Context: an optimization exercise on an open-source flow, tuned for small area and a short achievable clock period. The choices shown serve that exercise and are no tape-out recipe. In this exercise RTL edits were held to simulation tests only and were not proved equivalent to the original. Power is estimated from default activity; no workload was simulated.

==> flow/design.v (excerpt) <==
module ALU_TOP(
input    wire     [15:0]     A,B,
input    wire     [3:0]      ALU_FUN,
input    wire                clk,
input    wire                RST,
output   wire      [15:0]    Arith_OUT,Logic_OUT,CMP_OUT,Shift_OUT,
output   wire                Carry_OUT,
output   wire                Arith_Flag,Logic_Flag,CMP_Flag,Shift_Flag
);
localparam M = 6;    
localparam QW = (16-M > M) ? 16-M : M;
wire is_mul = (ALU_FUN == 4'b0010);
wire is_div = (ALU_FUN == 4'b0011);
wire [15:0] x_in [16:M];
assign x_in[16] = is_mul ? 16'b0 : A;
wire [15:M] q_hi;
genvar i;
generate
for (i = 15; i >= M; i = i - 1) begin : g_row_in
  wire [15-i:0] y = is_mul ? (A[15-i:0] & {(16-i){B[i]}}) : ~B[15-i:0];
  wire          bz;
  if (i == 0) begin : g_bz0
    assign bz = 1'b1;
  end else begin : g_bz
    assign bz = ~|B[15:16-i];
  end
  wire          cout;
  wire [15-i:0] s;
  Arithmetic_Unit #(.W(16-i)) U_row (.X(x_in[i+1][15:i]), .Y(y), .CI(~is_mul), .S(s), .CO(cout));
  assign q_hi[i] = cout & bz;
  wire take = is_mul | (is_div & q_hi[i]);
  if (i == 0) begin : g_x0
    assign x_in[i] = take ? s : x_in[i+1];
  end else begin : g_x
    assign x_in[i] = {take ? s : x_in[i+1][15:i], x_in[i+1][i-1:0]};
  end
end
endgenerate
reg [15:0] X_r, Y_r;
reg [QW-1:0] Q_r;
reg [3:0]  fun_r;
reg        vld_r;
always @(posedge clk or negedge RST)
begin
  if (!RST)
    vld_r <= 1'b0;
  else
    vld_r <= 1'b1;
end
always @(posedge clk)
begin
  X_r   <= x_in[M];
  Y_r   <= is_mul ? A : B;
  Q_r   <= is_div ? q_hi : B[M-1:0];
  fun_r <= ALU_FUN;
end
wire arith_en, logic_en, cmp_en, shift_en;
Decoder U_Decoder (.ALU_FUN(fun_r), .VLD(vld_r),
  .Arith_EN(arith_en), .Logic_EN(logic_en), .CMP_EN(cmp_en), .Shift_EN(shift_en));
wire mul_r = (fun_r[1:0] == 2'b10);
wire div_r = (fun_r[1:0] == 2'b11);
wire add_r = (fun_r[3:2] == 2'b00) && (fun_r[1:0] == 2'b00);
wire sub_r = (fun_r[3:2] == 2'b00) && (fun_r[1:0] == 2'b01);
wire mul_a = (fun_r[3:2] == 2'b00) && mul_r;
wire div_a = (fun_r[3:2] == 2'b00) && div_r;
wire [15:0] x_out [M:0];
assign x_out[M] = X_r;
wire [M-1:0] q_lo;
wire [M-1:0] co;
wire [15:0]  s0;
generate
  ...
Size in the first run: ~1,500 cells after synthesis, roughly 110 I/O pins, about 11,000 µm² of cells after synthesis.
==> flow/config.mk <==
export PLATFORM = sky130hd
export DESIGN_NAME = ALU_TOP
export DESIGN_NICKNAME = ALU_TOP
export VERILOG_FILES = /design/flow/design.v
export SDC_FILE = /design/flow/constraint.sdc
export NUM_CORES = 4
export LEC_CHECK = 0
export CAP_MARGIN = 20
export CORE_MARGIN = 2
export CORE_UTILIZATION = 65
export SLEW_MARGIN = 20
==> flow/constraint.sdc <==
create_clock -name core_clock -period 32.0 [get_ports {clk}]
set_input_delay 6.4000 -clock core_clock [delete_from_list [all_inputs] [get_ports {clk}]]
set_output_delay 6.4000 -clock core_clock [all_outputs]
set_load 0.01 [all_outputs]
run.sh (not shown) runs the stock make flow with config.mk's settings and CLKGATE_MAP_FILE= SYNTH_SCRIPT=/design/flow/synth_recipe.tcl, a recipe that flattens the netlist after the stock synthesis.
Edit:
CORE_UTILIZATION = 40   (was 65)
Result: Utilization fell by 27 points; sequential share of layout area fell by 0.14 points; combinational power stays flat; die area rose by 60%; wire length rose by 6.5%; area after synthesis does not change.

---

ALU_TOP, a different RTL version from the one above (not shown whole).
Size: ~1400 cells after synthesis, roughly 58 flip-flops, roughly 110 I/O pins, roughly 0.011 mm² of cells after synthesis.
==> flow/config.mk <==
export PLATFORM = sky130hd
export DESIGN_NAME = ALU_TOP
export DESIGN_NICKNAME = ALU_TOP
export VERILOG_FILES = /design/flow/design.v
export SDC_FILE = /design/flow/constraint.sdc
export NUM_CORES = 4
export LEC_CHECK = 0
export CAP_MARGIN = 20
export CORE_MARGIN = 2
export CORE_UTILIZATION = 40
export SLEW_MARGIN = 20
==> flow/constraint.sdc <==
create_clock -name core_clock -period 32.0 [get_ports {clk}]
set_input_delay 6.4000 -clock core_clock [delete_from_list [all_inputs] [get_ports {clk}]]
set_output_delay 6.4000 -clock core_clock [all_outputs]
set_load 0.01 [all_outputs]
standard.sh (not shown) runs the stock make flow with config.mk's settings and CLKGATE_MAP_FILE= SYNTH_SCRIPT=/design/flow/synth_recipe.tcl, a recipe that flattens the netlist after the stock synthesis.
==> flow/flow/run.sh <==
#!/bin/bash
# Standard layout, with timing repair aiming for a larger setup margin.
set -euo pipefail
bash standard.sh SETUP_SLACK_MARGIN=10 finish > flow.log 2>&1
The starting point completed without violations.
Rerun with:
==> flow/run.sh (new file) <==
#!/bin/bash
# synth_recipe.tcl (not shown) runs the flow's synth.tcl, then flattens the netlist and writes it again
# the make line also repeats each setting of config.mk as NAME=value (left out here)
make -C /OpenROAD-flow-scripts/flow DESIGN_CONFIG=/design/flow/config.mk WORK_HOME=/design/flow/orfs CLKGATE_MAP_FILE= SYNTH_SCRIPT=/design/flow/synth_recipe.tcl finish
- SETUP_SLACK_MARGIN: not set -> 5
removed: flow/flow/run.sh
removed: flow/standard.sh
The new run finished clean.
Cell area is lower by 8.8%.
Non-clock buffer count is lower by 78.
Core utilization is lower by 4.4 points.
Critical path depth is lower by 6.
Routed wire length is lower by 7.1%.
Clock-buffer cell count is lower by 2.
Rerun with:
==> flow/flow/run.sh (new file) <==
#!/bin/bash
# Standard layout, with timing repair aiming for a larger setup margin.
set -euo pipefail
bash standard.sh SETUP_SLACK_MARGIN=12 finish > flow.log 2>&1
==> flow/standard.sh (new file) <==
#!/bin/bash
# synth_recipe.tcl (not shown) runs the flow's synth.tcl, then flattens the netlist and writes it again
# the make line also repeats each setting of config.mk as NAME=value (left out here)
make -C /OpenROAD-flow-scripts/flow DESIGN_CONFIG=/design/flow/config.mk WORK_HOME=/design/flow/orfs CLKGATE_MAP_FILE= SYNTH_SCRIPT=/design/flow/synth_recipe.tcl "${@:-finish}"
- ABC_AREA: not set -> 1
- SETUP_SLACK_MARGIN: 5 -> not set
removed: flow/run.sh
Effect:
- total power came out higher by 6.3%
- final cell count came out higher by 22%
- combinational power came out higher by 9.4%
- non-clock buffer count came out higher by 115
- critical path depth came out higher by 41
- synthesized area came out lower by 2.6%
- first-iteration DRC count came out higher by 2.7%
- cell area came out higher by 13%
- setup slack gains 5.4 ns
- fmax came out higher by 28%
Rerun with:
==> flow/flow/run.sh (replaced) <==
#!/bin/bash
# The standard layout (standard.sh), with these settings changed:
#   SETUP_SLACK_MARGIN: timing repair aims for this much setup slack
#   BUFFER_PORTS_ARGS: the port buffers are the smallest buffer cell
set -euo pipefail
bash standard.sh SETUP_SLACK_MARGIN=12 "BUFFER_PORTS_ARGS=-buffer_cell sky130_fd_sc_hd__buf_1" finish > flow.log 2>&1
- CORE_UTILIZATION: 40 -> 60
Global-route usage rises by 8.9 points.
Routed wire length falls by 5.8%.
Power falls by 5.9%.
First-iteration DRC count rises by 9.8%.
Final cell count falls by 5.9%.
Worst setup slack is worse by 0.17 ns.
Via count rises by 1.7%.
Cell area falls by 7.6%.
Clock-buffer cell count stays the same.
Clock power falls by about 10%.

[static timing again, ports no longer ideal]
The flow's constraints put no driver on any port. The routed layouts listed below were extracted and timed again, unchanged, in two steps.
Step 1 assumes that a clkbuf_16 drives the clock port and a buf_2 every other input.
Step 2 also shifts input and output timing later by t, the mid clock arrival at the registers, as if the neighbouring blocks saw the same clock.
Slacks: no drivers / after step 1 / after step 2; pairs: no drivers / after step 1.
run | t, ns | slack for setup (ns) | slew at the worst register clock pin (ns)
the first run of note 1 | 0.311 | 2.330 / 2.294 / 2.605 | 0.06 / 0.06
the second run of note 1 | 0.325 | 2.792 / 2.755 / 3.080 | 0.06 / 0.06
the first run of note 2 | 0.362 | 10.537 / 10.495 / 10.345 | 0.05 / 0.05
the second run of note 2 | 0.361 | 7.094 / 7.054 / 6.941 | 0.05 / 0.05
the third run of note 2 | 0.369 | 12.485 / 12.509 / 12.140 | 0.06 / 0.06
the fourth run of note 2 | 0.366 | 12.311 / 12.327 / 11.961 | 0.06 / 0.06
After both steps setup and hold are still met in every run listed. For the fourth run of note 2, which loses most, drivers alone change the setup slack by +0.016 ns; drivers and shift together by -0.350 ns.
